Background: an optimization exercise with open tools, aiming at small area, a short achievable clock period and few clock cycles. Do not read the settings as production practice.
RTL that was checked went through simulation tests only; none was proved equivalent to the original.

==> flow/design.v (excerpt) <==
module drygascon128(
    input wire clk,
    input wire clk_en,
    input wire rst,
    input wire [31:0] din,
    input wire [3:0] ds,
    input wire wr_i,
    input wire wr_c,
    input wire wr_x,
    input wire [3:0] rounds,
    input wire start,
    input wire rd_r,
    input wire rd_c,
    output reg [31:0] dout,
    output reg idle
    );
==> module drygascon128, before the edit <==
module drygascon128(
    input wire clk,
    input wire clk_en,
    input wire rst,
    input wire [31:0] din,
    input wire [3:0] ds,
    input wire wr_i,
    input wire wr_c,
    input wire wr_x,
    input wire [3:0] rounds,
    input wire start,
    input wire rd_r,
    input wire rd_c,
    output reg [31:0] dout,
    output reg idle
    );
reg [319:0] c;
reg [127:0] x;
reg [127:0] r;
reg mx;         
reg [3:0] cnt;  
wire last_mix = (cnt == 4'd13);
wire mw_en = mx & ~last_mix & (~idle | start);  
wire [9:0] d = r[9:0];
wire [319:0] mw;
genvar k;
generate for (k = 0; k < 5; k = k + 1) begin : g_mix
    assign mw[64*k+:32] = mw_en ? x[d[2*k+:2]*32+:32] : 32'd0;
    assign mw[64*k+32+:32] = 32'd0;
end endgenerate
wire [319:0] core_out;
gascon5_round u_round(.din(c), .round(mx ? 4'd0 : cnt), .out(core_out));
wire [127:0] acc = core_out[127:0] ^ {core_out[159:128], core_out[255:160]};
wire keep = ~idle & ~mx;            
always @(posedge clk) begin
    if (clk_en) begin
        if (~idle | start | wr_c | rd_c)
            c <= ((idle & (wr_c | rd_c)) ? {wr_c ? din : c[31:0], c[319:32]} : (idle & mx) ? c : core_out) ^ mw;
        if (wr_x)
            x <= {din, x[127:32]};
        if (~idle | start | wr_i | rd_r) begin
            if (idle & (wr_i | rd_r))
                r <= {wr_i ? din : r[31:0], r[127:32]};
            else if (mx & ~last_mix)
                r <= {idle ? {6'd0, ds} : 10'd0, r[127:10]};
            else
                r <= (keep ? r : 128'd0) ^ acc;
        end
        dout <= rd_c ? c[31:0] : r[31:0];
    end
end
always @(posedge clk) begin
    if (clk_en) begin
        if (rst) begin
            idle <= 1'b1;
            mx <= 1'b0;
            cnt <= 4'd0;
        end else if (idle) begin
            if (wr_i)
                mx <= 1'b1;
            if (start && (mx || rounds != 4'd1)) begin
                idle <= 1'b0;
                cnt <= mx ? 4'd0 : 4'd1;
            end
        end else if (mx) begin
            if (last_mix) begin
                mx <= 1'b0;
                cnt <= 4'd1;
            end else
                cnt <= cnt + 4'd1;
        end else if (cnt == rounds - 4'd1) begin
            idle <= 1'b1;
            cnt <= 4'd0;
        end else
            cnt <= cnt + 4'd1;
    end
end
endmodule
export LEC_CHECK = 0
export CAP_MARGIN = 20
export CORE_MARGIN = 2
export CORE_UTILIZATION = 40
export SETUP_SLACK_MARGIN = 4.5
export SLEW_MARGIN = 20
create_clock -name core_clock -period 7.5 [get_ports {clk}]
run.sh (not shown) runs the stock make flow with config.mk's settings and CLKGATE_MAP_FILE= SYNTH_SCRIPT=/design/flow/synth_recipe.tcl, a recipe that flattens the netlist after the stock synthesis.
The baseline finished with timing, DRC and antenna clean.
==> next run, changes <==
--- a/flow/design.v
+++ b/flow/design.v
@@ -61,38 +61,42 @@
 reg [319:0] c;
 reg [127:0] x;
 reg [127:0] r;
 reg mx;         
 reg [3:0] cnt;  
 wire last_mix = (cnt == 4'd13);
-wire mw_en = mx & ~last_mix & (~idle | start);  
+wire mw_en = mx & ~last_mix;        
 wire [9:0] d = r[9:0];
 wire [319:0] mw;
 genvar k;
 generate for (k = 0; k < 5; k = k + 1) begin : g_mix
     assign mw[64*k+:32] = mw_en ? x[d[2*k+:2]*32+:32] : 32'd0;
     assign mw[64*k+32+:32] = 32'd0;
 end endgenerate
 wire [319:0] core_out;
 gascon5_round u_round(.din(c), .round(mx ? 4'd0 : cnt), .out(core_out));
 wire [127:0] acc = core_out[127:0] ^ {core_out[159:128], core_out[255:160]};
+wire go = ~idle | (start & ~mx);    
 wire keep = ~idle & ~mx;            
 always @(posedge clk) begin
     if (clk_en) begin
-        if (~idle | start | wr_c | rd_c)
-            c <= ((idle & (wr_c | rd_c)) ? {wr_c ? din : c[31:0], c[319:32]} : (idle & mx) ? c : core_out) ^ mw;
+        if (go)
+            c <= core_out ^ mw;
+        else if (wr_c | rd_c)
+            c <= {wr_c ? din : c[31:0], c[319:32]};
+        else if (start)
+            c <= c ^ mw;
         if (wr_x)
             x <= {din, x[127:32]};
-        if (~idle | start | wr_i | rd_r) begin
-            if (idle & (wr_i | rd_r))
-                r <= {wr_i ? din : r[31:0], r[127:32]};
-            else if (mx & ~last_mix)
+        if (go | start) begin
+            if (mw_en)
                 r <= {idle ? {6'd0, ds} : 10'd0, r[127:10]};
             else
                 r <= (keep ? r : 128'd0) ^ acc;
-        end
+        end else if (wr_i | rd_r)
+            r <= {wr_i ? din : r[31:0], r[127:32]};
         dout <= rd_c ? c[31:0] : r[31:0];
     end
 end
 always @(posedge clk) begin
     if (clk_en) begin
         if (rst) begin
Setup slack gets better by 0.020 ns. Wire length went down by 0.79%. Sequential cell count is unchanged. Worst hold slack gets better by 0.0050 ns. Register-to-register slack gets better by 0.03 ns. Area after synthesis went up by 4.4%. Count of clock-buffer cells in the layout went up by 3. Clock skew went up by 0.021 ns. Die area went up by 4.3%.
Testbench counts after the change, summed over its fixed seeds: cycles 61,126.
Only the layout flow was run in the first run of this note; the RTL was not checked for function there.

port drivers added, routing unchanged:
Ports are ideal in the flow. The routed layouts listed here were re-timed in OpenROAD.
Step 1 (the two cells are an assumption about what drives the block):
set clk [get_ports {clk}]
set_driving_cell -lib_cell sky130_fd_sc_hd__clkbuf_16 $clk
set_driving_cell -lib_cell sky130_fd_sc_hd__buf_2 [delete_from_list [all_inputs] $clk]
Step 2, shift: input delay + t, output delay - t, t = (earliest + latest rising clock arrival at the registers) / 2. This alone moves slack from input paths to output paths.
a / b / c = ideal ports / drivers / drivers and shift; a / b = the first two.
| run | t, ns | slack for setup (ns) | worst data-port slew with drivers (ns) |
|---|---|---|---|
| the first run | 0.812 | 4.380 / 4.380 / 3.662 | 0.08 |
| the second run | 0.789 | 4.401 / 4.410 / 3.670 | 0.15 |
After both steps setup and hold are still met in every run listed. For the second run, which loses most, drivers alone change the setup slack by +0.009 ns; drivers and shift together by -0.731 ns.
